Background: an optimization exercise with open tools, aiming at small area and a short achievable clock period. Do not read the settings as production practice. In this exercise RTL edits were held to simulation tests only and were not proved equivalent to the original. Power figures rest on the tool's default switching activity, not on a simulated workload.

$ cat flow/design.v
module PE (
    input  wire               clk,
    input  wire               rst,
    input  wire               en,
    input  wire               mode_residual,
    input  wire signed [15:0] input_data,
    input  wire signed [15:0] weight_data,
    input  wire signed [15:0] residual_data,
    output reg  signed [15:0] output_data,
    output wire               input_sparse,
    output wire               weight_sparse,
    output wire               computation_skipped,
    output reg         [15:0] sparse_count,
    output reg         [15:0] total_count
);
    assign input_sparse  = (input_data[15:4] == 12'h000) |
                           ((input_data[15:4] == 12'hfff) & (input_data[3:0] != 4'h0));
    assign weight_sparse = (weight_data[15:4] == 12'h000) |
                           ((weight_data[15:4] == 12'hfff) & (weight_data[3:0] != 4'h0));
    assign computation_skipped = input_sparse | weight_sparse;
    wire skip = computation_skipped;
    wire mac = en & ~skip;
    reg  [15:0] acc_s;
    reg  [15:0] acc_c;
    reg         acc_x;
    wire [15:0] acc_sn = ~acc_s;
    wire [15:0] acc_cn = ~acc_c;
    wire        acc_xn = ~acc_x;
    wire pp_0_0;    
    nd2 u_pp0_0 (.a(input_data[0]), .b(weight_data[0]), .y(pp_0_0));
    wire pp_0_1;    
    nd2 u_pp0_1 (.a(input_data[0]), .b(weight_data[1]), .y(pp_0_1));
    wire pp_0_2;    
    nd2 u_pp0_2 (.a(input_data[0]), .b(weight_data[2]), .y(pp_0_2));
    wire pp_0_3;    
    nd2 u_pp0_3 (.a(input_data[0]), .b(weight_data[3]), .y(pp_0_3));
    wire pp_0_4;    
    nd2 u_pp0_4 (.a(input_data[0]), .b(weight_data[4]), .y(pp_0_4));
    wire pp_0_5;    
    nd2 u_pp0_5 (.a(input_data[0]), .b(weight_data[5]), .y(pp_0_5));
    wire pp_0_6;    
    nd2 u_pp0_6 (.a(input_data[0]), .b(weight_data[6]), .y(pp_0_6));
    wire pp_0_7;    
    nd2 u_pp0_7 (.a(input_data[0]), .b(weight_data[7]), .y(pp_0_7));
    wire pp_0_8;    
    nd2 u_pp0_8 (.a(input_data[0]), .b(weight_data[8]), .y(pp_0_8));
    wire pp_0_9;    
    nd2 u_pp0_9 (.a(input_data[0]), .b(weight_data[9]), .y(pp_0_9));
    wire pp_0_10;    
    nd2 u_pp0_10 (.a(input_data[0]), .b(weight_data[10]), .y(pp_0_10));
    wire pp_0_11;    
    nd2 u_pp0_11 (.a(input_data[0]), .b(weight_data[11]), .y(pp_0_11));
    wire pp_0_12;    
    nd2 u_pp0_12 (.a(input_data[0]), .b(weight_data[12]), .y(pp_0_12));
    wire pp_0_13;    
    nd2 u_pp0_13 (.a(input_data[0]), .b(weight_data[13]), .y(pp_0_13));
    wire pp_0_14;    
    nd2 u_pp0_14 (.a(input_data[0]), .b(weight_data[14]), .y(pp_0_14));
    wire pp_0_15;    
    nd2 u_pp0_15 (.a(input_data[0]), .b(weight_data[15]), .y(pp_0_15));
    wire pp_1_0;    
    nd2 u_pp1_0 (.a(input_data[1]), .b(weight_data[0]), .y(pp_1_0));
    wire pp_1_1;    
    nd2 u_pp1_1 (.a(input_data[1]), .b(weight_data[1]), .y(pp_1_1));
    wire pp_1_2;    
    nd2 u_pp1_2 (.a(input_data[1]), .b(weight_data[2]), .y(pp_1_2));
    wire pp_1_3;    
    nd2 u_pp1_3 (.a(input_data[1]), .b(weight_data[3]), .y(pp_1_3));
    wire pp_1_4;    
    nd2 u_pp1_4 (.a(input_data[1]), .b(weight_data[4]), .y(pp_1_4));
    wire pp_1_5;    
    nd2 u_pp1_5 (.a(input_data[1]), .b(weight_data[5]), .y(pp_1_5));
    wire pp_1_6;    
    nd2 u_pp1_6 (.a(input_data[1]), .b(weight_data[6]), .y(pp_1_6));
    wire pp_1_7;    
    nd2 u_pp1_7 (.a(input_data[1]), .b(weight_data[7]), .y(pp_1_7));
    wire pp_1_8;    
    nd2 u_pp1_8 (.a(input_data[1]), .b(weight_data[8]), .y(pp_1_8));
    wire pp_1_9;    
    nd2 u_pp1_9 (.a(input_data[1]), .b(weight_data[9]), .y(pp_1_9));
    wire pp_1_10;    
    nd2 u_pp1_10 (.a(input_data[1]), .b(weight_data[10]), .y(pp_1_10));
    wire pp_1_11;    
    nd2 u_pp1_11 (.a(input_data[1]), .b(weight_data[11]), .y(pp_1_11));
    wire pp_1_12;    
    nd2 u_pp1_12 (.a(input_data[1]), .b(weight_data[12]), .y(pp_1_12));
    wire pp_1_13;    
    nd2 u_pp1_13 (.a(input_data[1]), .b(weight_data[13]), .y(pp_1_13));
    wire pp_1_14;    
    nd2 u_pp1_14 (.a(input_data[1]), .b(weight_data[14]), .y(pp_1_14));
    wire pp_2_0;    
    nd2 u_pp2_0 (.a(input_data[2]), .b(weight_data[0]), .y(pp_2_0));
    wire pp_2_1;    
    nd2 u_pp2_1 (.a(input_data[2]), .b(weight_data[1]), .y(pp_2_1));
    wire pp_2_2;    
    nd2 u_pp2_2 (.a(input_data[2]), .b(weight_data[2]), .y(pp_2_2));
    wire pp_2_3;    
    nd2 u_pp2_3 (.a(input_data[2]), .b(weight_data[3]), .y(pp_2_3));
    wire pp_2_4;    
    nd2 u_pp2_4 (.a(input_data[2]), .b(weight_data[4]), .y(pp_2_4));
    wire pp_2_5;    
    nd2 u_pp2_5 (.a(input_data[2]), .b(weight_data[5]), .y(pp_2_5));
    wire pp_2_6;    
    nd2 u_pp2_6 (.a(input_data[2]), .b(weight_data[6]), .y(pp_2_6));
    wire pp_2_7;    
    nd2 u_pp2_7 (.a(input_data[2]), .b(weight_data[7]), .y(pp_2_7));
    wire pp_2_8;    
    nd2 u_pp2_8 (.a(input_data[2]), .b(weight_data[8]), .y(pp_2_8));
    wire pp_2_9;    
    nd2 u_pp2_9 (.a(input_data[2]), .b(weight_data[9]), .y(pp_2_9));
    wire pp_2_10;    
    nd2 u_pp2_10 (.a(input_data[2]), .b(weight_data[10]), .y(pp_2_10));
    wire pp_2_11;    
    nd2 u_pp2_11 (.a(input_data[2]), .b(weight_data[11]), .y(pp_2_11));
    wire pp_2_12;    
    nd2 u_pp2_12 (.a(input_data[2]), .b(weight_data[12]), .y(pp_2_12));
    wire pp_2_13;    
    nd2 u_pp2_13 (.a(input_data[2]), .b(weight_data[13]), .y(pp_2_13));
    wire pp_3_0;    
    nd2 u_pp3_0 (.a(input_data[3]), .b(weight_data[0]), .y(pp_3_0));
    wire pp_3_1;    
    nd2 u_pp3_1 (.a(input_data[3]), .b(weight_data[1]), .y(pp_3_1));
    wire pp_3_2;    
    nd2 u_pp3_2 (.a(input_data[3]), .b(weight_data[2]), .y(pp_3_2));
    wire pp_3_3;    
    nd2 u_pp3_3 (.a(input_data[3]), .b(weight_data[3]), .y(pp_3_3));
    wire pp_3_4;    
    nd2 u_pp3_4 (.a(input_data[3]), .b(weight_data[4]), .y(pp_3_4));
    wire pp_3_5;    
    nd2 u_pp3_5 (.a(input_data[3]), .b(weight_data[5]), .y(pp_3_5));
    wire pp_3_6;    
    nd2 u_pp3_6 (.a(input_data[3]), .b(weight_data[6]), .y(pp_3_6));
    wire pp_3_7;    
    nd2 u_pp3_7 (.a(input_data[3]), .b(weight_data[7]), .y(pp_3_7));
    wire pp_3_8;    
    nd2 u_pp3_8 (.a(input_data[3]), .b(weight_data[8]), .y(pp_3_8));
    wire pp_3_9;    
    nd2 u_pp3_9 (.a(input_data[3]), .b(weight_data[9]), .y(pp_3_9));
    wire pp_3_10;    
    nd2 u_pp3_10 (.a(input_data[3]), .b(weight_data[10]), .y(pp_3_10));
    wire pp_3_11;    
    nd2 u_pp3_11 (.a(input_data[3]), .b(weight_data[11]), .y(pp_3_11));
    wire pp_3_12;    
    nd2 u_pp3_12 (.a(input_data[3]), .b(weight_data[12]), .y(pp_3_12));
    wire pp_4_0;    
    nd2 u_pp4_0 (.a(input_data[4]), .b(weight_data[0]), .y(pp_4_0));
    wire pp_4_1;    
    nd2 u_pp4_1 (.a(input_data[4]), .b(weight_data[1]), .y(pp_4_1));
    wire pp_4_2;    
    nd2 u_pp4_2 (.a(input_data[4]), .b(weight_data[2]), .y(pp_4_2));
    wire pp_4_3;    
    nd2 u_pp4_3 (.a(input_data[4]), .b(weight_data[3]), .y(pp_4_3));
    wire pp_4_4;    
    nd2 u_pp4_4 (.a(input_data[4]), .b(weight_data[4]), .y(pp_4_4));
    wire pp_4_5;    
    nd2 u_pp4_5 (.a(input_data[4]), .b(weight_data[5]), .y(pp_4_5));
    wire pp_4_6;    
    nd2 u_pp4_6 (.a(input_data[4]), .b(weight_data[6]), .y(pp_4_6));
    wire pp_4_7;    
    nd2 u_pp4_7 (.a(input_data[4]), .b(weight_data[7]), .y(pp_4_7));
    wire pp_4_8;    
    nd2 u_pp4_8 (.a(input_data[4]), .b(weight_data[8]), .y(pp_4_8));
    wire pp_4_9;    
    nd2 u_pp4_9 (.a(input_data[4]), .b(weight_data[9]), .y(pp_4_9));
    wire pp_4_10;    
    nd2 u_pp4_10 (.a(input_data[4]), .b(weight_data[10]), .y(pp_4_10));
    wire pp_4_11;    
    nd2 u_pp4_11 (.a(input_data[4]), .b(weight_data[11]), .y(pp_4_11));
    wire pp_5_0;    
    nd2 u_pp5_0 (.a(input_data[5]), .b(weight_data[0]), .y(pp_5_0));
    wire pp_5_1;    
    nd2 u_pp5_1 (.a(input_data[5]), .b(weight_data[1]), .y(pp_5_1));
    wire pp_5_2;    
    nd2 u_pp5_2 (.a(input_data[5]), .b(weight_data[2]), .y(pp_5_2));
    wire pp_5_3;    
    nd2 u_pp5_3 (.a(input_data[5]), .b(weight_data[3]), .y(pp_5_3));
    wire pp_5_4;    
    nd2 u_pp5_4 (.a(input_data[5]), .b(weight_data[4]), .y(pp_5_4));
    wire pp_5_5;    
    nd2 u_pp5_5 (.a(input_data[5]), .b(weight_data[5]), .y(pp_5_5));
    wire pp_5_6;    
    nd2 u_pp5_6 (.a(input_data[5]), .b(weight_data[6]), .y(pp_5_6));
    wire pp_5_7;    
    nd2 u_pp5_7 (.a(input_data[5]), .b(weight_data[7]), .y(pp_5_7));
    wire pp_5_8;    
    nd2 u_pp5_8 (.a(input_data[5]), .b(weight_data[8]), .y(pp_5_8));
    wire pp_5_9;    
    nd2 u_pp5_9 (.a(input_data[5]), .b(weight_data[9]), .y(pp_5_9));
    wire pp_5_10;    
    nd2 u_pp5_10 (.a(input_data[5]), .b(weight_data[10]), .y(pp_5_10));
    wire pp_6_0;    
    nd2 u_pp6_0 (.a(input_data[6]), .b(weight_data[0]), .y(pp_6_0));
    wire pp_6_1;    
    nd2 u_pp6_1 (.a(input_data[6]), .b(weight_data[1]), .y(pp_6_1));
    wire pp_6_2;    
    nd2 u_pp6_2 (.a(input_data[6]), .b(weight_data[2]), .y(pp_6_2));
    wire pp_6_3;    
    nd2 u_pp6_3 (.a(input_data[6]), .b(weight_data[3]), .y(pp_6_3));
    wire pp_6_4;    
    nd2 u_pp6_4 (.a(input_data[6]), .b(weight_data[4]), .y(pp_6_4));
    wire pp_6_5;    
    nd2 u_pp6_5 (.a(input_data[6]), .b(weight_data[5]), .y(pp_6_5));
    wire pp_6_6;    
    nd2 u_pp6_6 (.a(input_data[6]), .b(weight_data[6]), .y(pp_6_6));
    wire pp_6_7;    
    nd2 u_pp6_7 (.a(input_data[6]), .b(weight_data[7]), .y(pp_6_7));
    wire pp_6_8;    
    nd2 u_pp6_8 (.a(input_data[6]), .b(weight_data[8]), .y(pp_6_8));
    wire pp_6_9;    
    nd2 u_pp6_9 (.a(input_data[6]), .b(weight_data[9]), .y(pp_6_9));
    wire pp_7_0;    
    nd2 u_pp7_0 (.a(input_data[7]), .b(weight_data[0]), .y(pp_7_0));
    wire pp_7_1;    
    nd2 u_pp7_1 (.a(input_data[7]), .b(weight_data[1]), .y(pp_7_1));
    wire pp_7_2;    
    nd2 u_pp7_2 (.a(input_data[7]), .b(weight_data[2]), .y(pp_7_2));
    wire pp_7_3;    
    nd2 u_pp7_3 (.a(input_data[7]), .b(weight_data[3]), .y(pp_7_3));
    wire pp_7_4;    
    nd2 u_pp7_4 (.a(input_data[7]), .b(weight_data[4]), .y(pp_7_4));
    wire pp_7_5;    
    nd2 u_pp7_5 (.a(input_data[7]), .b(weight_data[5]), .y(pp_7_5));
    wire pp_7_6;    
    nd2 u_pp7_6 (.a(input_data[7]), .b(weight_data[6]), .y(pp_7_6));
    wire pp_7_7;    
    nd2 u_pp7_7 (.a(input_data[7]), .b(weight_data[7]), .y(pp_7_7));
    wire pp_7_8;    
    nd2 u_pp7_8 (.a(input_data[7]), .b(weight_data[8]), .y(pp_7_8));
    wire pp_8_0;    
    nd2 u_pp8_0 (.a(input_data[8]), .b(weight_data[0]), .y(pp_8_0));
    wire pp_8_1;    
    nd2 u_pp8_1 (.a(input_data[8]), .b(weight_data[1]), .y(pp_8_1));
    wire pp_8_2;    
    nd2 u_pp8_2 (.a(input_data[8]), .b(weight_data[2]), .y(pp_8_2));
    wire pp_8_3;    
    nd2 u_pp8_3 (.a(input_data[8]), .b(weight_data[3]), .y(pp_8_3));
    wire pp_8_4;    
    nd2 u_pp8_4 (.a(input_data[8]), .b(weight_data[4]), .y(pp_8_4));
    wire pp_8_5;    
    nd2 u_pp8_5 (.a(input_data[8]), .b(weight_data[5]), .y(pp_8_5));
    wire pp_8_6;    
    nd2 u_pp8_6 (.a(input_data[8]), .b(weight_data[6]), .y(pp_8_6));
    wire pp_8_7;    
    nd2 u_pp8_7 (.a(input_data[8]), .b(weight_data[7]), .y(pp_8_7));
    wire pp_9_0;    
    nd2 u_pp9_0 (.a(input_data[9]), .b(weight_data[0]), .y(pp_9_0));
    wire pp_9_1;    
    nd2 u_pp9_1 (.a(input_data[9]), .b(weight_data[1]), .y(pp_9_1));
    wire pp_9_2;    
    nd2 u_pp9_2 (.a(input_data[9]), .b(weight_data[2]), .y(pp_9_2));
    wire pp_9_3;    
    nd2 u_pp9_3 (.a(input_data[9]), .b(weight_data[3]), .y(pp_9_3));
    wire pp_9_4;    
    nd2 u_pp9_4 (.a(input_data[9]), .b(weight_data[4]), .y(pp_9_4));
    wire pp_9_5;    
    nd2 u_pp9_5 (.a(input_data[9]), .b(weight_data[5]), .y(pp_9_5));
    wire pp_9_6;    
    nd2 u_pp9_6 (.a(input_data[9]), .b(weight_data[6]), .y(pp_9_6));
    wire pp_10_0;    
    nd2 u_pp10_0 (.a(input_data[10]), .b(weight_data[0]), .y(pp_10_0));
    wire pp_10_1;    
    nd2 u_pp10_1 (.a(input_data[10]), .b(weight_data[1]), .y(pp_10_1));
    wire pp_10_2;    
    nd2 u_pp10_2 (.a(input_data[10]), .b(weight_data[2]), .y(pp_10_2));
    wire pp_10_3;    
    nd2 u_pp10_3 (.a(input_data[10]), .b(weight_data[3]), .y(pp_10_3));
    wire pp_10_4;    
    nd2 u_pp10_4 (.a(input_data[10]), .b(weight_data[4]), .y(pp_10_4));
    wire pp_10_5;    
    nd2 u_pp10_5 (.a(input_data[10]), .b(weight_data[5]), .y(pp_10_5));
    wire pp_11_0;    
    nd2 u_pp11_0 (.a(input_data[11]), .b(weight_data[0]), .y(pp_11_0));
    wire pp_11_1;    
    nd2 u_pp11_1 (.a(input_data[11]), .b(weight_data[1]), .y(pp_11_1));
    wire pp_11_2;    
    nd2 u_pp11_2 (.a(input_data[11]), .b(weight_data[2]), .y(pp_11_2));
    wire pp_11_3;    
    nd2 u_pp11_3 (.a(input_data[11]), .b(weight_data[3]), .y(pp_11_3));
    wire pp_11_4;    
    nd2 u_pp11_4 (.a(input_data[11]), .b(weight_data[4]), .y(pp_11_4));
    wire pp_12_0;    
    nd2 u_pp12_0 (.a(input_data[12]), .b(weight_data[0]), .y(pp_12_0));
    wire pp_12_1;    
    nd2 u_pp12_1 (.a(input_data[12]), .b(weight_data[1]), .y(pp_12_1));
    wire pp_12_2;    
    nd2 u_pp12_2 (.a(input_data[12]), .b(weight_data[2]), .y(pp_12_2));
    wire pp_12_3;    
    nd2 u_pp12_3 (.a(input_data[12]), .b(weight_data[3]), .y(pp_12_3));
    wire pp_13_0;    
    nd2 u_pp13_0 (.a(input_data[13]), .b(weight_data[0]), .y(pp_13_0));
    wire pp_13_1;    
    nd2 u_pp13_1 (.a(input_data[13]), .b(weight_data[1]), .y(pp_13_1));
    wire pp_13_2;    
    nd2 u_pp13_2 (.a(input_data[13]), .b(weight_data[2]), .y(pp_13_2));
    wire pp_14_0;    
    nd2 u_pp14_0 (.a(input_data[14]), .b(weight_data[0]), .y(pp_14_0));
    wire pp_14_1;    
    nd2 u_pp14_1 (.a(input_data[14]), .b(weight_data[1]), .y(pp_14_1));
    wire pp_15_0;    
    nd2 u_pp15_0 (.a(input_data[15]), .b(weight_data[0]), .y(pp_15_0));
    wire hs0, hc0;
    xn2 u_hs0 (.a(acc_cn[11]), .b(acc_sn[11]), .y(hs0));
    or2m u_hc0 (.a(acc_cn[11]), .b(acc_sn[11]), .y(hc0));
    wire fs0, fc0;
    fa u_fa0 (.a(acc_cn[12]), .b(acc_sn[12]), .c(pp_0_12), .s(fs0), .co(fc0));
    wire hs1, hc1;
    xn2 u_hs1 (.a(pp_10_2), .b(pp_11_1), .y(hs1));
    or2m u_hc1 (.a(pp_10_2), .b(pp_11_1), .y(hc1));
    wire fs1, fc1;
    fa u_fa1 (.a(acc_cn[13]), .b(acc_sn[13]), .c(pp_0_13), .s(fs1), .co(fc1));
    wire fs2, fc2;
    fa u_fa2 (.a(pp_10_3), .b(pp_11_2), .c(pp_12_1), .s(fs2), .co(fc2));
    wire hs2, hc2;
    xn2 u_hs2 (.a(pp_13_0), .b(pp_1_12), .y(hs2));
    or2m u_hc2 (.a(pp_13_0), .b(pp_1_12), .y(hc2));
    wire fs3, fc3;
    fa u_fa3 (.a(acc_cn[14]), .b(acc_sn[14]), .c(pp_0_14), .s(fs3), .co(fc3));
    wire fs4, fc4;
    fa u_fa4 (.a(pp_10_4), .b(pp_11_3), .c(pp_12_2), .s(fs4), .co(fc4));
    wire fs5, fc5;
    fa u_fa5 (.a(pp_13_1), .b(pp_14_0), .c(pp_1_13), .s(fs5), .co(fc5));
    wire hs3, hc3;
    xn2 u_hs3 (.a(pp_2_12), .b(pp_3_11), .y(hs3));
    or2m u_hc3 (.a(pp_2_12), .b(pp_3_11), .y(hc3));
    wire hs4, hc4;
    xn2 u_hs4 (.a(acc_cn[6]), .b(acc_sn[6]), .y(hs4));
    or2m u_hc4 (.a(acc_cn[6]), .b(acc_sn[6]), .y(hc4));
    wire fs6, fc6;
    fa u_fa6 (.a(acc_cn[7]), .b(acc_sn[7]), .c(pp_0_7), .s(fs6), .co(fc6));
    wire fs7, fc7;
    fa u_fa7 (.a(acc_cn[8]), .b(acc_sn[8]), .c(pp_0_8), .s(fs7), .co(fc7));
    wire hs5, hc5;
    xn2 u_hs5 (.a(pp_1_7), .b(pp_2_6), .y(hs5));
    or2m u_hc5 (.a(pp_1_7), .b(pp_2_6), .y(hc5));
    wire fs8, fc8;
    fa u_fa8 (.a(acc_cn[9]), .b(acc_sn[9]), .c(pp_0_9), .s(fs8), .co(fc8));
    wire fs9, fc9;
    fa u_fa9 (.a(pp_1_8), .b(pp_2_7), .c(pp_3_6), .s(fs9), .co(fc9));
    wire hs6, hc6;
    xn2 u_hs6 (.a(pp_4_5), .b(pp_5_4), .y(hs6));
    or2m u_hc6 (.a(pp_4_5), .b(pp_5_4), .y(hc6));
    wire fs10, fc10;
    fa u_fa10 (.a(acc_cn[10]), .b(acc_sn[10]), .c(pp_0_10), .s(fs10), .co(fc10));
    wire fs11, fc11;
    fa u_fa11 (.a(pp_10_0), .b(pp_1_9), .c(pp_2_8), .s(fs11), .co(fc11));
    wire fs12, fc12;
    fa u_fa12 (.a(pp_3_7), .b(pp_4_6), .c(pp_5_5), .s(fs12), .co(fc12));
    wire hs7, hc7;
    xn2 u_hs7 (.a(pp_6_4), .b(pp_7_3), .y(hs7));
    or2m u_hc7 (.a(pp_6_4), .b(pp_7_3), .y(hc7));
    wire fs13, fc13;
    fa u_fa13 (.a(hs0), .b(pp_0_11), .c(pp_10_1), .s(fs13), .co(fc13));
    wire fs14, fc14;
    fa u_fa14 (.a(pp_11_0), .b(pp_1_10), .c(pp_2_9), .s(fs14), .co(fc14));
    wire fs15, fc15;
    fa u_fa15 (.a(pp_3_8), .b(pp_4_7), .c(pp_5_6), .s(fs15), .co(fc15));
    wire fs16, fc16;
    fa u_fa16 (.a(pp_6_5), .b(pp_7_4), .c(pp_8_3), .s(fs16), .co(fc16));
    wire fs17, fc17;
    fa u_fa17 (.a(hc0), .b(pp_12_0), .c(pp_1_11), .s(fs17), .co(fc17));
    wire fs18, fc18;
    fa u_fa18 (.a(pp_2_10), .b(pp_3_9), .c(pp_4_8), .s(fs18), .co(fc18));
    wire fs19, fc19;
    fa u_fa19 (.a(pp_5_7), .b(pp_6_6), .c(pp_7_5), .s(fs19), .co(fc19));
    wire fs20, fc20;
    fa u_fa20 (.a(pp_8_4), .b(pp_9_3), .c(hs1), .s(fs20), .co(fc20));
    wire fs21, fc21;
    fa u_fa21 (.a(pp_2_11), .b(pp_3_10), .c(pp_4_9), .s(fs21), .co(fc21));
    wire fs22, fc22;
    fa u_fa22 (.a(pp_5_8), .b(pp_6_7), .c(pp_7_6), .s(fs22), .co(fc22));
    wire fs23, fc23;
    fa u_fa23 (.a(pp_8_5), .b(pp_9_4), .c(hc1), .s(fs23), .co(fc23));
    wire fs24, fc24;
    fa u_fa24 (.a(hs2), .b(fc0), .c(fs1), .s(fs24), .co(fc24));
    wire fs25, fc25;
    fa u_fa25 (.a(pp_4_10), .b(pp_5_9), .c(pp_6_8), .s(fs25), .co(fc25));
    wire fs26, fc26;
    fa u_fa26 (.a(pp_7_7), .b(pp_8_6), .c(pp_9_5), .s(fs26), .co(fc26));
    wire fs27, fc27;
    fa u_fa27 (.a(hc2), .b(hs3), .c(fc1), .s(fs27), .co(fc27));
    wire fs28, fc28;
    fa u_fa28 (.a(fc2), .b(fs3), .c(fs4), .s(fs28), .co(fc28));
    wire hs8, hc8;
    xn2 u_hs8 (.a(acc_sn[5]), .b(pp_0_5), .y(hs8));
    or2m u_hc8 (.a(acc_sn[5]), .b(pp_0_5), .y(hc8));
    wire fs29, fc29;
    fa u_fa29 (.a(acc_xn), .b(hs4), .c(pp_0_6), .s(fs29), .co(fc29));
    wire fs30, fc30;
    fa u_fa30 (.a(pp_1_5), .b(pp_2_4), .c(pp_3_3), .s(fs30), .co(fc30));
    wire fs31, fc31;
    fa u_fa31 (.a(hc4), .b(pp_1_6), .c(pp_2_5), .s(fs31), .co(fc31));
    wire fs32, fc32;
    fa u_fa32 (.a(pp_3_4), .b(pp_4_3), .c(pp_5_2), .s(fs32), .co(fc32));
    wire hs9, hc9;
    xn2 u_hs9 (.a(pp_6_1), .b(pp_7_0), .y(hs9));
    or2m u_hc9 (.a(pp_6_1), .b(pp_7_0), .y(hc9));
    wire fs33, fc33;
    fa u_fa33 (.a(pp_3_5), .b(pp_4_4), .c(pp_5_3), .s(fs33), .co(fc33));
    wire fs34, fc34;
    fa u_fa34 (.a(pp_6_2), .b(pp_7_1), .c(pp_8_0), .s(fs34), .co(fc34));
    wire fs35, fc35;
    fa u_fa35 (.a(hs5), .b(fc6), .c(fs7), .s(fs35), .co(fc35));
    wire fs36, fc36;
    fa u_fa36 (.a(pp_6_3), .b(pp_7_2), .c(pp_8_1), .s(fs36), .co(fc36));
    wire fs37, fc37;
    fa u_fa37 (.a(pp_9_0), .b(hc5), .c(hs6), .s(fs37), .co(fc37));
    wire fs38, fc38;
    fa u_fa38 (.a(fc7), .b(fs8), .c(fs9), .s(fs38), .co(fc38));
    wire fs39, fc39;
    fa u_fa39 (.a(pp_8_2), .b(pp_9_1), .c(hc6), .s(fs39), .co(fc39));
    wire fs40, fc40;
    fa u_fa40 (.a(hs7), .b(fc8), .c(fc9), .s(fs40), .co(fc40));
    wire fs41, fc41;
    fa u_fa41 (.a(fs10), .b(fs11), .c(fs12), .s(fs41), .co(fc41));
    wire fs42, fc42;
    fa u_fa42 (.a(pp_9_2), .b(hc7), .c(fc10), .s(fs42), .co(fc42));
    wire fs43, fc43;
    fa u_fa43 (.a(fc11), .b(fc12), .c(fs13), .s(fs43), .co(fc43));
    wire fs44, fc44;
    fa u_fa44 (.a(fs14), .b(fs15), .c(fs16), .s(fs44), .co(fc44));
    wire fs45, fc45;
    fa u_fa45 (.a(fc13), .b(fc14), .c(fc15), .s(fs45), .co(fc45));
    wire fs46, fc46;
    fa u_fa46 (.a(fc16), .b(fs0), .c(fs17), .s(fs46), .co(fc46));
    wire fs47, fc47;
    fa u_fa47 (.a(fs18), .b(fs19), .c(fs20), .s(fs47), .co(fc47));
    wire fs48, fc48;
    fa u_fa48 (.a(fc17), .b(fc18), .c(fc19), .s(fs48), .co(fc48));
    wire fs49, fc49;
    fa u_fa49 (.a(fs2), .b(fs21), .c(fs22), .s(fs49), .co(fc49));
    wire fs50, fc50;
    fa u_fa50 (.a(fc20), .b(fs23), .c(fs24), .s(fs50), .co(fc50));
    wire fs51, fc51;
    fa u_fa51 (.a(fc21), .b(fc22), .c(fs25), .s(fs51), .co(fc51));
    wire fs52, fc52;
    fa u_fa52 (.a(fs26), .b(fs5), .c(fc23), .s(fs52), .co(fc52));
    wire fs53, fc53;
    fa u_fa53 (.a(fc24), .b(fs27), .c(fs28), .s(fs53), .co(fc53));
    wire hs10, hc10;
    xn2 u_hs10 (.a(acc_sn[3]), .b(pp_0_3), .y(hs10));
    or2m u_hc10 (.a(acc_sn[3]), .b(pp_0_3), .y(hc10));
    wire fs54, fc54;
    fa u_fa54 (.a(acc_sn[4]), .b(pp_0_4), .c(pp_1_3), .s(fs54), .co(fc54));
    wire hs11, hc11;
    xn2 u_hs11 (.a(pp_2_2), .b(pp_3_1), .y(hs11));
    or2m u_hc11 (.a(pp_2_2), .b(pp_3_1), .y(hc11));
    wire fs55, fc55;
    fa u_fa55 (.a(pp_1_4), .b(pp_2_3), .c(pp_3_2), .s(fs55), .co(fc55));
    wire fs56, fc56;
    fa u_fa56 (.a(pp_4_1), .b(pp_5_0), .c(hs8), .s(fs56), .co(fc56));
    wire fs57, fc57;
    fa u_fa57 (.a(pp_4_2), .b(pp_5_1), .c(pp_6_0), .s(fs57), .co(fc57));
    wire fs58, fc58;
    fa u_fa58 (.a(hc8), .b(fs29), .c(fs30), .s(fs58), .co(fc58));
    wire fs59, fc59;
    fa u_fa59 (.a(hs9), .b(fc29), .c(fc30), .s(fs59), .co(fc59));
    wire fs60, fc60;
    fa u_fa60 (.a(fs31), .b(fs32), .c(fs6), .s(fs60), .co(fc60));
    wire fs61, fc61;
    fa u_fa61 (.a(hc9), .b(fc31), .c(fc32), .s(fs61), .co(fc61));
    wire fs62, fc62;
    fa u_fa62 (.a(fs33), .b(fs34), .c(fs35), .s(fs62), .co(fc62));
    wire fs63, fc63;
    fa u_fa63 (.a(fc33), .b(fc34), .c(fs36), .s(fs63), .co(fc63));
    wire fs64, fc64;
    fa u_fa64 (.a(fs37), .b(fc35), .c(fs38), .s(fs64), .co(fc64));
    wire fs65, fc65;
    fa u_fa65 (.a(fc36), .b(fc37), .c(fs39), .s(fs65), .co(fc65));
    wire fs66, fc66;
    fa u_fa66 (.a(fc38), .b(fs40), .c(fs41), .s(fs66), .co(fc66));
    wire fs67, fc67;
    fa u_fa67 (.a(fc39), .b(fc40), .c(fc41), .s(fs67), .co(fc67));
    wire fs68, fc68;
    fa u_fa68 (.a(fs42), .b(fs43), .c(fs44), .s(fs68), .co(fc68));
    wire fs69, fc69;
    fa u_fa69 (.a(fc42), .b(fc43), .c(fc44), .s(fs69), .co(fc69));
    wire fs70, fc70;
    fa u_fa70 (.a(fs45), .b(fs46), .c(fs47), .s(fs70), .co(fc70));
    wire fs71, fc71;
    fa u_fa71 (.a(fc45), .b(fc46), .c(fs48), .s(fs71), .co(fc71));
    wire fs72, fc72;
    fa u_fa72 (.a(fs49), .b(fc47), .c(fs50), .s(fs72), .co(fc72));
    wire fs73, fc73;
    fa u_fa73 (.a(fc48), .b(fc49), .c(fs51), .s(fs73), .co(fc73));
    wire fs74, fc74;
    fa u_fa74 (.a(fs52), .b(fc50), .c(fs53), .s(fs74), .co(fc74));
    wire hs12, hc12;
    xn2 u_hs12 (.a(acc_sn[2]), .b(pp_0_2), .y(hs12));
    or2m u_hc12 (.a(acc_sn[2]), .b(pp_0_2), .y(hc12));
    wire fs75, fc75;
    fa u_fa75 (.a(pp_1_2), .b(pp_2_1), .c(pp_3_0), .s(fs75), .co(fc75));
    wire fs76, fc76;
    fa u_fa76 (.a(pp_4_0), .b(hc10), .c(hs11), .s(fs76), .co(fc76));
    wire fs77, fc77;
    fa u_fa77 (.a(hc11), .b(fc54), .c(fs55), .s(fs77), .co(fc77));
    wire fs78, fc78;
    fa u_fa78 (.a(fc55), .b(fs57), .c(fc56), .s(fs78), .co(fc78));
    wire fs79, fc79;
    fa u_fa79 (.a(fc57), .b(fc58), .c(fs59), .s(fs79), .co(fc79));
    wire fs80, fc80;
    fa u_fa80 (.a(fc59), .b(fc60), .c(fs61), .s(fs80), .co(fc80));
    wire fs81, fc81;
    fa u_fa81 (.a(fc61), .b(fs63), .c(fc62), .s(fs81), .co(fc81));
    wire fs82, fc82;
    fa u_fa82 (.a(fc63), .b(fs65), .c(fc64), .s(fs82), .co(fc82));
    wire fs83, fc83;
    fa u_fa83 (.a(fc65), .b(fc66), .c(fs67), .s(fs83), .co(fc83));
    wire fs84, fc84;
    fa u_fa84 (.a(fc67), .b(fc68), .c(fs69), .s(fs84), .co(fc84));
    wire fs85, fc85;
    fa u_fa85 (.a(fc69), .b(fs71), .c(fc70), .s(fs85), .co(fc85));
    wire fs86, fc86;
    fa u_fa86 (.a(fc71), .b(fs73), .c(fc72), .s(fs86), .co(fc86));
    wire hs13, hc13;
    xn2 u_hs13 (.a(acc_sn[1]), .b(pp_0_1), .y(hs13));
    or2m u_hc13 (.a(acc_sn[1]), .b(pp_0_1), .y(hc13));
    wire fs87, fc87;
    fa u_fa87 (.a(pp_1_1), .b(pp_2_0), .c(hs12), .s(fs87), .co(fc87));
    wire fs88, fc88;
    fa u_fa88 (.a(hc12), .b(hs10), .c(fs75), .s(fs88), .co(fc88));
    wire fs89, fc89;
    fa u_fa89 (.a(fc75), .b(fs54), .c(fs76), .s(fs89), .co(fc89));
    wire fs90, fc90;
    fa u_fa90 (.a(fc76), .b(fs56), .c(fs77), .s(fs90), .co(fc90));
    wire fs91, fc91;
    fa u_fa91 (.a(fc77), .b(fs58), .c(fs78), .s(fs91), .co(fc91));
    wire fs92, fc92;
    fa u_fa92 (.a(fs60), .b(fc78), .c(fs79), .s(fs92), .co(fc92));
    wire fs93, fc93;
    fa u_fa93 (.a(fc79), .b(fs80), .c(fs62), .s(fs93), .co(fc93));
    wire fs94, fc94;
    fa u_fa94 (.a(fc80), .b(fs64), .c(fs81), .s(fs94), .co(fc94));
    wire fs95, fc95;
    fa u_fa95 (.a(fs66), .b(fc81), .c(fs82), .s(fs95), .co(fc95));
    wire fs96, fc96;
    fa u_fa96 (.a(fs68), .b(fc82), .c(fs83), .s(fs96), .co(fc96));
    wire fs97, fc97;
    fa u_fa97 (.a(fs70), .b(fc83), .c(fs84), .s(fs97), .co(fc97));
    wire fs98, fc98;
    fa u_fa98 (.a(fc84), .b(fs72), .c(fs85), .s(fs98), .co(fc98));
    wire fs99, fc99;
    fa u_fa99 (.a(fs74), .b(fc85), .c(fs86), .s(fs99), .co(fc99));
    wire xs0;
    xo2 u_xo0 (.a(acc_cn[15]), .b(acc_sn[15]), .y(xs0));
    wire xs1;
    xo2 u_xo1 (.a(xs0), .b(pp_0_15), .y(xs1));
    wire xs2;
    xo2 u_xo2 (.a(pp_10_5), .b(pp_11_4), .y(xs2));
    wire xs3;
    xo2 u_xo3 (.a(pp_12_3), .b(pp_13_2), .y(xs3));
    wire xs4;
    xo2 u_xo4 (.a(pp_14_1), .b(pp_15_0), .y(xs4));
    wire xs5;
    xo2 u_xo5 (.a(pp_1_14), .b(pp_2_13), .y(xs5));
    wire xs6;
    xo2 u_xo6 (.a(pp_3_12), .b(pp_4_11), .y(xs6));
    wire xs7;
    xo2 u_xo7 (.a(pp_5_10), .b(pp_6_9), .y(xs7));
    wire xs8;
    xo2 u_xo8 (.a(pp_7_8), .b(pp_8_7), .y(xs8));
    wire xs9;
    xo2 u_xo9 (.a(pp_9_6), .b(xs1), .y(xs9));
    wire xs10;
    xo2 u_xo10 (.a(xs2), .b(xs3), .y(xs10));
    wire xs11;
    xo2 u_xo11 (.a(xs4), .b(xs5), .y(xs11));
    wire xs12;
    xo2 u_xo12 (.a(xs6), .b(xs7), .y(xs12));
    wire xs13;
    xo2 u_xo13 (.a(xs8), .b(hc3), .y(xs13));
    wire xs14;
    xo2 u_xo14 (.a(fc25), .b(fc26), .y(xs14));
    wire xs15;
    xo2 u_xo15 (.a(fc3), .b(fc4), .y(xs15));
    wire xs16;
    xo2 u_xo16 (.a(fc5), .b(xs10), .y(xs16));
    wire xs17;
    xo2 u_xo17 (.a(xs11), .b(xs12), .y(xs17));
    wire xs18;
    xo2 u_xo18 (.a(xs9), .b(xs13), .y(xs18));
    wire xs19;
    xo2 u_xo19 (.a(xs14), .b(xs15), .y(xs19));
    wire xs20;
    xo2 u_xo20 (.a(xs16), .b(xs17), .y(xs20));
    wire xs21;
    xo2 u_xo21 (.a(xs18), .b(fc27), .y(xs21));
    wire xs22;
    xo2 u_xo22 (.a(xs19), .b(xs20), .y(xs22));
    wire xs23;
    xo2 u_xo23 (.a(fc28), .b(fc51), .y(xs23));
    wire xs24;
    xo2 u_xo24 (.a(xs21), .b(xs22), .y(xs24));
    wire xs25;
    xo2 u_xo25 (.a(fc52), .b(xs23), .y(xs25));
    wire xs26;
    xo2 u_xo26 (.a(xs24), .b(xs25), .y(xs26));
    wire xs27;
    xo2 u_xo27 (.a(fc53), .b(fc73), .y(xs27));
    wire xs28;
    xo2 u_xo28 (.a(xs26), .b(xs27), .y(xs28));
    wire xs29;
    xo2 u_xo29 (.a(xs28), .b(fc74), .y(xs29));
    wire xs30;
    xn2 u_xo30 (.a(xs29), .b(fc86), .y(xs30));
    wire hs14, hc14;
    xn2 u_hs14 (.a(acc_sn[0]), .b(pp_0_0), .y(hs14));
    or2m u_hc14 (.a(acc_sn[0]), .b(pp_0_0), .y(hc14));
    wire fs100, fc100;
    fa u_fa100 (.a(pp_1_0), .b(hc14), .c(hs13), .s(fs100), .co(fc100));
    wire fs101, fc101;
    fa u_fa101 (.a(hc13), .b(fc100), .c(fs87), .s(fs101), .co(fc101));
    wire fs102, fc102;
    fa u_fa102 (.a(fc87), .b(fs88), .c(fc101), .s(fs102), .co(fc102));
    wire fs103, fc103;
    fa u_fa103 (.a(fc88), .b(fs89), .c(fc102), .s(fs103), .co(fc103));
    wire fs104, fc104;
    fa u_fa104 (.a(fc89), .b(fs90), .c(fc103), .s(fs104), .co(fc104));
    wire [15:0] row0 = {xs30, fc98, fc97, fc96, fc95, fc94, fc93, fc92, fc91, fc90, fs104, fs103, fs102, fs101, fs100, hs14};
    wire [15:0] row1 = {fc99, fs99, fs98, fs97, fs96, fs95, fs94, fs93, fs92, fs91, 1'b0, 1'b0, 1'b0, 1'b0, 1'b0, 1'b0};
    wire        rowx = fc104;    
    wire [15:0] res_g = residual_data & {16{mode_residual}};
    wire hs15, hc15;
    ha u_ha15 (.a(acc_c[6]), .b(acc_s[6]), .s(hs15), .co(hc15));
    wire hs16, hc16;
    ha u_ha16 (.a(acc_c[7]), .b(acc_s[7]), .s(hs16), .co(hc16));
    wire hs17, hc17;
    ha u_ha17 (.a(acc_c[8]), .b(acc_s[8]), .s(hs17), .co(hc17));
    wire hs18, hc18;
    ha u_ha18 (.a(acc_c[9]), .b(acc_s[9]), .s(hs18), .co(hc18));
    wire hs19, hc19;
    ha u_ha19 (.a(acc_c[10]), .b(acc_s[10]), .s(hs19), .co(hc19));
    wire hs20, hc20;
    ha u_ha20 (.a(acc_c[11]), .b(acc_s[11]), .s(hs20), .co(hc20));
    wire hs21, hc21;
    ha u_ha21 (.a(acc_c[12]), .b(acc_s[12]), .s(hs21), .co(hc21));
    wire hs22, hc22;
    ha u_ha22 (.a(acc_c[13]), .b(acc_s[13]), .s(hs22), .co(hc22));
    wire hs23, hc23;
    ha u_ha23 (.a(acc_c[14]), .b(acc_s[14]), .s(hs23), .co(hc23));
    wire hs24, hc24;
    ha u_ha24 (.a(acc_x), .b(hs15), .s(hs24), .co(hc24));
    wire fs105, fc105;
    fa u_fa105 (.a(hc15), .b(hs16), .c(res_g[7]), .s(fs105), .co(fc105));
    wire fs106, fc106;
    fa u_fa106 (.a(hc16), .b(hs17), .c(res_g[8]), .s(fs106), .co(fc106));
    wire fs107, fc107;
    fa u_fa107 (.a(hc17), .b(hs18), .c(res_g[9]), .s(fs107), .co(fc107));
    wire fs108, fc108;
    fa u_fa108 (.a(hc18), .b(hs19), .c(res_g[10]), .s(fs108), .co(fc108));
    wire fs109, fc109;
    fa u_fa109 (.a(hc19), .b(hs20), .c(res_g[11]), .s(fs109), .co(fc109));
    wire fs110, fc110;
    fa u_fa110 (.a(hc20), .b(hs21), .c(res_g[12]), .s(fs110), .co(fc110));
    wire fs111, fc111;
    fa u_fa111 (.a(hc21), .b(hs22), .c(res_g[13]), .s(fs111), .co(fc111));
    wire fs112, fc112;
    fa u_fa112 (.a(hc22), .b(hs23), .c(res_g[14]), .s(fs112), .co(fc112));
    wire xs31;
    xo2 u_xo31 (.a(acc_c[15]), .b(acc_s[15]), .y(xs31));
    wire xs32;
    xo2 u_xo32 (.a(xs31), .b(hc23), .y(xs32));
    wire xs33;
    xo2 u_xo33 (.a(res_g[15]), .b(xs32), .y(xs33));
    wire xs34;
    xo2 u_xo34 (.a(xs33), .b(fc112), .y(xs34));
    wire [15:0] out0 = {xs34, fc111, fc110, fc109, fc108, fc107, fc106, fc105, hc24, res_g[6], acc_s[5], acc_s[4], acc_s[3], acc_s[2], acc_s[1], acc_s[0]};
    wire [15:0] out1 = {1'b0, fs112, fs111, fs110, fs109, fs108, fs107, fs106, fs105, hs24, res_g[5], res_g[4], res_g[3], res_g[2], res_g[1], res_g[0]};
    wire [15:0] out_nx = out0 + out1;
    wire [15:0] acc_s_d, acc_c_d, out_d;
    mx2i u_ms0 (.s(mac), .a1(row0[0]), .a0(acc_sn[0]), .y(acc_s_d[0]));
    mx2i u_ms1 (.s(mac), .a1(row0[1]), .a0(acc_sn[1]), .y(acc_s_d[1]));
    mx2i u_ms2 (.s(mac), .a1(row0[2]), .a0(acc_sn[2]), .y(acc_s_d[2]));
    mx2i u_ms3 (.s(mac), .a1(row0[3]), .a0(acc_sn[3]), .y(acc_s_d[3]));
    mx2i u_ms4 (.s(mac), .a1(row0[4]), .a0(acc_sn[4]), .y(acc_s_d[4]));
    mx2i u_ms5 (.s(mac), .a1(row0[5]), .a0(acc_sn[5]), .y(acc_s_d[5]));
    mx2i u_ms6 (.s(mac), .a1(row0[6]), .a0(acc_sn[6]), .y(acc_s_d[6]));
    mx2i u_ms7 (.s(mac), .a1(row0[7]), .a0(acc_sn[7]), .y(acc_s_d[7]));
    mx2i u_ms8 (.s(mac), .a1(row0[8]), .a0(acc_sn[8]), .y(acc_s_d[8]));
    mx2i u_ms9 (.s(mac), .a1(row0[9]), .a0(acc_sn[9]), .y(acc_s_d[9]));
    mx2i u_ms10 (.s(mac), .a1(row0[10]), .a0(acc_sn[10]), .y(acc_s_d[10]));
    mx2i u_ms11 (.s(mac), .a1(row0[11]), .a0(acc_sn[11]), .y(acc_s_d[11]));
    mx2i u_ms12 (.s(mac), .a1(row0[12]), .a0(acc_sn[12]), .y(acc_s_d[12]));
    mx2i u_ms13 (.s(mac), .a1(row0[13]), .a0(acc_sn[13]), .y(acc_s_d[13]));
    mx2i u_ms14 (.s(mac), .a1(row0[14]), .a0(acc_sn[14]), .y(acc_s_d[14]));
    mx2i u_ms15 (.s(mac), .a1(row0[15]), .a0(acc_sn[15]), .y(acc_s_d[15]));
    mx2i u_mc6 (.s(mac), .a1(row1[6]), .a0(acc_cn[6]), .y(acc_c_d[6]));
    mx2i u_mc7 (.s(mac), .a1(row1[7]), .a0(acc_cn[7]), .y(acc_c_d[7]));
    mx2i u_mc8 (.s(mac), .a1(row1[8]), .a0(acc_cn[8]), .y(acc_c_d[8]));
    mx2i u_mc9 (.s(mac), .a1(row1[9]), .a0(acc_cn[9]), .y(acc_c_d[9]));
    mx2i u_mc10 (.s(mac), .a1(row1[10]), .a0(acc_cn[10]), .y(acc_c_d[10]));
    mx2i u_mc11 (.s(mac), .a1(row1[11]), .a0(acc_cn[11]), .y(acc_c_d[11]));
    mx2i u_mc12 (.s(mac), .a1(row1[12]), .a0(acc_cn[12]), .y(acc_c_d[12]));
    mx2i u_mc13 (.s(mac), .a1(row1[13]), .a0(acc_cn[13]), .y(acc_c_d[13]));
    mx2i u_mc14 (.s(mac), .a1(row1[14]), .a0(acc_cn[14]), .y(acc_c_d[14]));
    mx2i u_mc15 (.s(mac), .a1(row1[15]), .a0(acc_cn[15]), .y(acc_c_d[15]));
    wire acc_x_d;
    mx2i u_mx (.s(mac), .a1(rowx), .a0(acc_xn), .y(acc_x_d));
    mx2 u_mo0 (.s(en), .a1(out_nx[0]), .a0(output_data[0]), .y(out_d[0]));
    mx2 u_mo1 (.s(en), .a1(out_nx[1]), .a0(output_data[1]), .y(out_d[1]));
    mx2 u_mo2 (.s(en), .a1(out_nx[2]), .a0(output_data[2]), .y(out_d[2]));
    mx2 u_mo3 (.s(en), .a1(out_nx[3]), .a0(output_data[3]), .y(out_d[3]));
    mx2 u_mo4 (.s(en), .a1(out_nx[4]), .a0(output_data[4]), .y(out_d[4]));
    mx2 u_mo5 (.s(en), .a1(out_nx[5]), .a0(output_data[5]), .y(out_d[5]));
    mx2 u_mo6 (.s(en), .a1(out_nx[6]), .a0(output_data[6]), .y(out_d[6]));
    mx2 u_mo7 (.s(en), .a1(out_nx[7]), .a0(output_data[7]), .y(out_d[7]));
    mx2 u_mo8 (.s(en), .a1(out_nx[8]), .a0(output_data[8]), .y(out_d[8]));
    mx2 u_mo9 (.s(en), .a1(out_nx[9]), .a0(output_data[9]), .y(out_d[9]));
    mx2 u_mo10 (.s(en), .a1(out_nx[10]), .a0(output_data[10]), .y(out_d[10]));
    mx2 u_mo11 (.s(en), .a1(out_nx[11]), .a0(output_data[11]), .y(out_d[11]));
    mx2 u_mo12 (.s(en), .a1(out_nx[12]), .a0(output_data[12]), .y(out_d[12]));
    mx2 u_mo13 (.s(en), .a1(out_nx[13]), .a0(output_data[13]), .y(out_d[13]));
    mx2 u_mo14 (.s(en), .a1(out_nx[14]), .a0(output_data[14]), .y(out_d[14]));
    mx2 u_mo15 (.s(en), .a1(out_nx[15]), .a0(output_data[15]), .y(out_d[15]));
    always @(posedge clk or posedge rst) begin
        if (rst) begin
            acc_s <= 16'd0;
            acc_c <= 16'd0;
            acc_x <= 1'b0;
            output_data <= 16'd0;
            sparse_count <= 16'd0;
            total_count <= 16'd0;
        end else begin
            total_count  <= total_count + {15'd0, en};
            sparse_count <= sparse_count + {15'd0, en & skip};
            acc_s <= acc_s_d;
            acc_c[6] <= acc_c_d[6];
            acc_c[7] <= acc_c_d[7];
            acc_c[8] <= acc_c_d[8];
            acc_c[9] <= acc_c_d[9];
            acc_c[10] <= acc_c_d[10];
            acc_c[11] <= acc_c_d[11];
            acc_c[12] <= acc_c_d[12];
            acc_c[13] <= acc_c_d[13];
            acc_c[14] <= acc_c_d[14];
            acc_c[15] <= acc_c_d[15];
            acc_x <= acc_x_d;
            output_data <= out_d;
        end
    end
endmodule
module fa (input wire a, input wire b, input wire c, output wire s, output wire co);
    assign s = a ^ b ^ c;
    assign co = (a & b) | (a & c) | (b & c);
endmodule
module ha (input wire a, input wire b, output wire s, output wire co);
    assign s = a ^ b;
    assign co = a & b;
endmodule
module xo2 (input wire a, input wire b, output wire y);
    assign y = a ^ b;
endmodule
module xn2 (input wire a, input wire b, output wire y);
    assign y = ~(a ^ b);
endmodule
module or2m (input wire a, input wire b, output wire y);
    assign y = a | b;
endmodule
module nd2 (input wire a, input wire b, output wire y);
    assign y = ~(a & b);
endmodule
module mx2 (input wire s, input wire a1, input wire a0, output wire y);
    assign y = s ? a1 : a0;
endmodule
module mx2i (input wire s, input wire a1, input wire a0, output wire y);
    assign y = ~(s ? a1 : a0);
endmodule
$ cat flow/flow/run.sh
#!/bin/bash
# Standard ORFS layout with two changes:
#  - port buffers use the smallest buffer cell (buffer_ports' default pick is clkdlybuf4s50_1);
#  - after synthesis every combinational cell starts at drive strength 1 (flow/downsize.tcl),
#    and timing repair sizes up only what the timing needs.
set -euo pipefail
export BUFFER_PORTS_ARGS="-buffer_cell sky130_fd_sc_hd__buf_1"
export POST_SYNTH_TCL="$(pwd)/flow/downsize.tcl"
bash standard.sh finish > standard_flow.log 2>&1
$ cat flow/flow/downsize.tcl
# Sourced after the synthesized netlist is loaded (POST_SYNTH_TCL): set every
# combinational cell to its smallest (_1) drive strength; the later timing repair
# sizes up the cells that need it. Flip-flops are left as synthesis made them.
set db [ord::get_db]
set n 0
foreach inst [[ord::get_db_block] getInsts] {
  set m [[$inst getMaster] getName]
  if {[regexp {^(sky130_fd_sc_hd__[a-z0-9]+)_([0-9]+)$} $m -> base d]} {
    if {[string match "*__df*" $base] || [string match "*__dl*" $base] || [string match "*__sdf*" $base]} { continue }
    if {$d > 1} {
      set nm [$db findMaster ${base}_1]
      if {$nm ne "NULL" && $nm ne ""} { $inst swapMaster $nm; incr n }
    }
  }
}
puts "downsize.tcl: set $n cells to drive strength 1"
$ cat flow/standard.sh
#!/bin/bash
# synth_recipe.tcl (not shown) runs the flow's synth.tcl, then flattens the netlist and writes it again
# the make line also repeats each setting of config.mk as NAME=value (left out here)
make -C /OpenROAD-flow-scripts/flow DESIGN_CONFIG=/design/flow/config.mk WORK_HOME=/design/flow/orfs CLKGATE_MAP_FILE= SYNTH_SCRIPT=/design/flow/synth_recipe.tcl "${@:-finish}"
$ cat flow/config.mk
export PLATFORM = sky130hd
export DESIGN_NAME = PE
export DESIGN_NICKNAME = PE
export VERILOG_FILES = /design/flow/design.v
export SDC_FILE = /design/flow/constraint.sdc
export NUM_CORES = 4
export LEC_CHECK = 0
export CAP_MARGIN = 20
export CORE_MARGIN = 2
export CORE_UTILIZATION = 40
export CTS_BUF_LIST = sky130_fd_sc_hd__clkbuf_8
export PLACE_DENSITY = 0.6
export SETUP_SLACK_MARGIN = 3.5
export SLEW_MARGIN = 20
export SYNTH_HIERARCHICAL = 1
export SYNTH_MINIMUM_KEEP_SIZE = 0
$ cat flow/constraint.sdc
create_clock -name core_clock -period 8.0 [get_ports {clk}]
set_input_delay 1.6000 -clock core_clock [delete_from_list [all_inputs] [get_ports {clk}]]
set_output_delay 1.6000 -clock core_clock [all_outputs]
set_load 0.01 [all_outputs]
==> results of run 1 <==
state kept, by name, summed over array words and instances, names as in the netlist:
name	count
acc_x	1
output_data	16
acc_c	10
total_count	16
acc_s	16
sparse_count	16
area by class of cell:
type	count	area, µm²
fill	1751	9730
tap	229	287
timing repair buffer	109	467
clock inverter	5	28.8
multi-input combinational	564	5300
sequential	75	1880
inverter	32	120
clock buffer	11	151
layer usage:
layer | GRT usage | routed length [µm] | vias up
met2 | 0.286 | 7700 | 219
met3 | 0.0359 | 1120 | 19
met4 | 0.0463 | 303 | 0
met1 | 0.260 | 7570 | 2599
met5 | 0 | 0 | -
li1 | - | - | 2450
timing repair:
action	4_1_cts	5_1_grt
resized for setup	19	10
setup endpoints to repair	18	6
endpoints found under the hold margin	0	0
pin swaps	0	0
setup buffers	0	1
worst reg2reg max path, delay by kind of cell, from the launching register on:
kind       cells  cell delay, ns
fa+ha+maj      6            2.68
flops          1            0.40
mux            1            0.06
buf+inv        1            0.13
cells in the final DEF, fill, tap and decap left out, drive strengths merged, types with 2 or more instances in the layout:
master and n:
nand2 156, fa 114, buf 102, dfrtp 75
xor2 46, xnor2 44, inv 33, ha 29
mux2i 28, and2 18, clkbuf 18, mux2 17
or2 16, nand4 14, a21oi 12, nand3 11
nor2 10, and3 10, nor4 10, o21ai 6
a31oi 5, a21o 3, o211ai 2, and4 2
clkinv 2, clkinvlp 2
per-stage QoR:
step	hold slack, ns	instances	area, µm²	total power, W
2_1_floorplan	0.504	676	7300	0.00262
3_3_place_gp	0.459	1008	7990	0.00313
3_5_place_dp	0.460	1008	7990	0.00317
4_1_cts	0.475	1024	8200	0.00345
5_1_grt	0.487	1025	8230	0.00385
6_report	0.466	1025	8230	0.00340
power groups by stage:
stage / sequential, W / combinational (W) / clock [W]
floorplan: 0.000637 / 0.00199 / 0
global placement: 0.000623 / 0.00250 / 0
detailed placement: 0.000629 / 0.00254 / 0
CTS: 0.000622 / 0.00256 / 0.000277
global route: 0.000638 / 0.00292 / 0.000293
finish: 0.000618 / 0.00251 / 0.000267
worst paths after layout:
| kind | startpoint | end | cells past startpoint |
|---|---|---|---|
| worst max-delay path | input_data[12] | computation_skipped | 7 |
| worst min-delay path | total_count[15]$_DFF_PP0_ | total_count[15]$_DFF_PP0_ | 1 |
| worst max register to register | acc_s[13]$_DFF_PP0_ | acc_c[14]$_DFF_PP0_ | 8 |
| worst min register to register | total_count[15]$_DFF_PP0_ | total_count[15]$_DFF_PP0_ | 1 |
| max in group asynchronous | rst | acc_c[11]$_DFF_PP0_ | 3 |
| min in group asynchronous | rst | sparse_count[0]$_DFF_PP0_ | 3 |
==> impl_metrics.toml, run 1 <==
[setup_path]
arrival_ns = 2.89
critPathTopFamily = "buffers and inverters"
worstPathCellList = "buf_1, nand4_1, nor4_1, a31oi_2, buf_4, nand2_2, buf_1"
required_ns = 6.40
path_common_cell = "buf_1"
cp_max_fo = 6
cp-end-kind = "output pin"
cp-start-kind = "input port"
crit_buf_inv = 3
crit_slowest_cell = "nor4_1"
crit_type = "in2out"
reg2reg_slack_ns = 4.62
slowest_delay_ns = 0.37

[global_route]
grtUsageTotal = 0.182
antenna_found_initial = 0
grt_pass1_wl_mm = 28.3
grt-ovfl-total = 0
grt_pass1_vias = 5482
grt_max_degree = 76

[clock_network]
numCtsBuffers = 9
path_clk_slew_ns = 0.07
clockBufferDepth = 2
cts.sinks = 75
h-tree-depth = 3
hold_buffers = 0
cts_tree = "done"
clk-insertion-delay-late_ns = 0.35
cts_root_buffer = "clkbuf_8"

[floorplan]
core_area_um2 = 18000
pin_count = 103
start_util = 0.406
num_rows = 49
die_x_um = 139
dieHeight_um = 139
die_area_um2 = 19300

[timing]
period_needed_ns = 4.49
rsz0062_at_grt = "yes"
finalWorstSetupSlack_ns = 3.51
slew_headroom = 0.382
post-route-period-util = 0.561
clock_skew_ns = 0.0111
hold_viol_final = 0
fmax_mhz = 223
maxSlewViolCount = 0
setup_viol = 0
fin_setup_tns_ns = 0
tightest_slew_ns = 0.927

[layout]
layout.nets = 986
layout-area-overhead-vs-synth_pct = 12.8
layout-drive-gt1-share = 0.0603
antenna_cells = 0
utilization = 0.458

[placed_design]
dp_hpwl_mm = 13.0
pre_cts_ws_ns = 2.64
io_buffers = 102
globalplace.congestion = 0.872

[routing]
routed_wl_mm = 16.7
vias = 5287
via_per_inst = 5.16
drc = 0
postRouteAntennaNets = 0
first_pass_iters = 5
wl_per_cell_um = 16.3
drtIter0Drc = 337

[run]
drv_cap = 0

[pwr]
power_density_nw_per_um2 = 412
vdd_ir_drop_max_v = 0.000267
seqPwrFrac = 0.182
p_switching_w = 0.00155
pwr-share-clk = 0.079
power_frac_comb = 0.739
power_leakage_nw = 3.47
intPower_w = 0.00184
swShare = 0.457

[status]
status = "finished clean"

[synth]
synth_nets = 871
yosysWarnings = 7
syn_inst = 676
syn_area_um2 = 7300
syn_avg_cell_area_um2 = 10.8

[worst_hold_path]
hp-class = "reg2reg"
==> run 2, diff against run 1 <==
--- a/flow/design.v
+++ b/flow/design.v
@@ -24,7 +24,4 @@
     reg  [15:0] acc_c;
     reg         acc_x;
-    wire [15:0] acc_sn = ~acc_s;
-    wire [15:0] acc_cn = ~acc_c;
-    wire        acc_xn = ~acc_x;
     wire pp_0_0;    
     nd2 u_pp0_0 (.a(input_data[0]), .b(weight_data[0]), .y(pp_0_0));
@@ -668,4 +665,7 @@
     wire [15:0] out_nx = out0 + out1;
     wire [15:0] acc_s_d, acc_c_d, out_d;
+    wire [15:0] acc_sn = ~acc_s;
+    wire [15:0] acc_cn = ~acc_c;
+    wire acc_xn = ~acc_x;
     mx2i u_ms0 (.s(mac), .a1(row0[0]), .a0(acc_sn[0]), .y(acc_s_d[0]));
     mx2i u_ms1 (.s(mac), .a1(row0[1]), .a0(acc_sn[1]), .y(acc_s_d[1]));
--- a/flow/config.mk
+++ b/flow/config.mk
@@ -10,4 +10,6 @@
 export CORE_UTILIZATION = 40
 export CTS_BUF_LIST = sky130_fd_sc_hd__clkbuf_8
+export CTS_CLUSTER_DIAMETER = 150
+export CTS_CLUSTER_SIZE = 50
 export PLACE_DENSITY = 0.6
 export SETUP_SLACK_MARGIN = 3.5
==> impl_metrics.toml, run 2 <==
[synth]
syn_inst = 676
synth_nets = 871
syn_area_um2 = 7300
syn_avg_cell_area_um2 = 10.8
yosysWarnings = 7

[setup_path]
crit_cells = 6
rr_worst_depth = 8
reg2reg_slack_ns = 4.60
arrival_ns = 2.84
cp-start-kind = "input port"
critPathTopFamily = "simple AND/OR/NAND/NOR gates"
rr_endpoint = "acc_c[14]$_DFF_PP0_"
crit_type = "in2out"
cp-end-kind = "output pin"
reg2reg_from = "acc_c[13]$_DFF_PP0_"
worstPathCellList = "buf_2, nor4_1, nor4_1, a31oi_2, nand2_2, buf_1"
required_ns = 6.40
startpoint = "weight_data[1]"
cp_max_fo = 16
crit_buf_inv = 2
endpoint = "computation_skipped"
crit_slowest_cell = "a31oi_2"
path_common_cell = "nor4_1"
slowest_delay_ns = 0.34

[routing]
drc = 0
postRouteAntennaNets = 0
drtIter0Drc = 267
vias = 5225
wl_per_cell_um = 16.2
routed_wl_mm = 16.6
first_pass_iters = 4
via_per_inst = 5.10

[pwr]
power_leakage_nw = 3.49
swShare = 0.455
intPower_w = 0.00187
vdd_ir_drop_max_v = 0.000229
power_frac_comb = 0.733
power_density_nw_per_um2 = 415
power_w = 0.00342
seqPwrFrac = 0.181
p_switching_w = 0.00156
pwr-share-clk = 0.087

[layout]
final_common_cell = "nand2_1"
layout-drive-gt1-share = 0.0679
antenna_cells = 0
layout-area-overhead-vs-synth_pct = 13.0
layout.nets = 985
fillers = 1717
mostFrequentLayoutCells = "155 x nand2_1, 113 x fa_1, 75 x dfrtp_1, 75 x buf_1, 46 x xor2_1"

[timing]
fin_setup_tns_ns = 0
period_needed_ns = 4.44
slew_headroom = 0.379
hold_viol_final = 0
post-route-period-util = 0.555
tightest_slew_ns = 0.932
clock_skew_ns = 0.0129
fmax_mhz = 225
maxSlewViolCount = 0
setup_viol = 0
rsz0062_at_grt = "yes"

[floorplan]
dieHeight_um = 139
core_area_um2 = 18000
pin_count = 103
die_area_um2 = 19300
die_x_um = 139
start_util = 0.406
num_rows = 49

[clock_network]
cts.sinks = 75
h-tree-depth = 3
numCtsBuffers = 9
path_clk_slew_ns = 0.08
cts_tree = "done"
cts_root_buffer = "clkbuf_8"
clk-insertion-delay-late_ns = 0.36
clockBufferDepth = 2
hold_buffers = 0

[global_route]
grt_pass1_wl_mm = 27.8
grtUsageTotal = 0.179
grt_pass1_vias = 5471
grt_max_degree = 76
grt-ovfl-total = 0
antenna_found_initial = 0

[placed_design]
globalplace.congestion = 0.863
dp_hpwl_mm = 12.9
io_buffers = 102

[status]
status = "finished clean"

[run]
drv_cap = 0

[worst_hold_path]
hp-class = "reg2reg"
run 2: cell type report:
cell class                      instances  area [µm²]  area share
Clock buffer                           10         138      0.0167
Clock inverter                          6        65.1     0.00788
Inverter                               32         120      0.0146
Multi-Input combinational cell        564        5300       0.642
Sequential cell                        75        1880       0.227
Tap cell                              229         287      0.0347
Timing Repair Buffer                  108         470      0.0570
run 2: metal layers:
layer | part of all wire | vias up | GRT usage
met3 | 0.068 | 14 | 0.0401
met5 | 0 | - | 0
met1 | 0.46 | 2580 | 0.253
met2 | 0.46 | 192 | 0.281
li1 | - | 2439 | -
met4 | 0.013 | 0 | 0.0457
run 2: stage by stage:
step	worst slack (ns)	utilization	area [µm²]	std cells	hold slack [ns]
after global routing	3.48	0.459	8250	1024	0.501
after global placement	2.75	0.444	7980	1007	0.458
after floorplan	3.49	-	7300	676	0.504
after detailed placement	2.66	0.444	7980	1007	0.470
after CTS	3.46	0.457	8220	1023	0.483
final	3.56	0.459	8250	1024	0.470
run 2: power by group through the flow:
stage | Clock, W | Combinational [W] | Sequential, W
after detailed placement | 0 | 0.00255 | 0.000629
after global routing | 0.000324 | 0.00290 | 0.000641
after floorplan | 0 | 0.00199 | 0.000637
final | 0.000297 | 0.00251 | 0.000618
after global placement | 0 | 0.00251 | 0.000623
after CTS | 0.000311 | 0.00256 | 0.000621
run 2: what timing repair did:
item,4_1_cts,5_1_grt
gates resized for setup,22,18
pin swaps,0,0
hold endpoints to repair,0,0
endpoints found under the setup margin,18,5
setup buffers,0,1
run 2: worst min-delay path by stage:
stage,start,to,cells after the start
final,sparse_count[15]$_DFF_PP0_,sparse_count[15]$_DFF_PP0_,1
after floorplan,sparse_count[15]$_DFF_PP0_,sparse_count[15]$_DFF_PP0_,1
after global placement,sparse_count[15]$_DFF_PP0_,sparse_count[15]$_DFF_PP0_,1
after CTS,sparse_count[15]$_DFF_PP0_,sparse_count[15]$_DFF_PP0_,1
after detailed placement,sparse_count[15]$_DFF_PP0_,sparse_count[15]$_DFF_PP0_,1
after global routing,sparse_count[15]$_DFF_PP0_,sparse_count[15]$_DFF_PP0_,1
run 2: worst register-to-register path: stages (launching register included):
cell and delay (ns):
dfrtp_1 0.38, inv_1 0.10, fa_1 0.56, fa_1 0.42, fa_1 0.46, fa_2 0.35, fa_1 0.45, fa_1 0.49
mux2i_1 0.07

[afterwards: timing with drivers on the ports]
No port has a modelled driver above. Below, the same layouts with a new extraction and two added sets of constraints.
Step 1 assumes that a clkbuf_16 drives the clock port and a buf_2 every other input.
Step 2 also shifts input and output timing later by t, the mid clock arrival at the registers, as if the neighbouring blocks saw the same clock.
Three values: no drivers, after step 1, after step 2; two values: the first two.
run | shift t [ns] | setup slack, ns | worst setup path at the end | clock arrival spread, ns | worst register clock-pin slew, ns
run 1 | 0.382 | 3.513 / 3.491 / 3.195 | input to register | 0.011 / 0.011 | 0.08 / 0.08
run 2 | 0.388 | 3.559 / 3.538 / 3.200 | input to register | 0.012 / 0.013 | 0.08 / 0.08
After both steps every run listed still meets setup and hold. The setup slack of run 2, which loses most, moves by -0.021 ns with the drivers and by -0.359 ns with both steps.
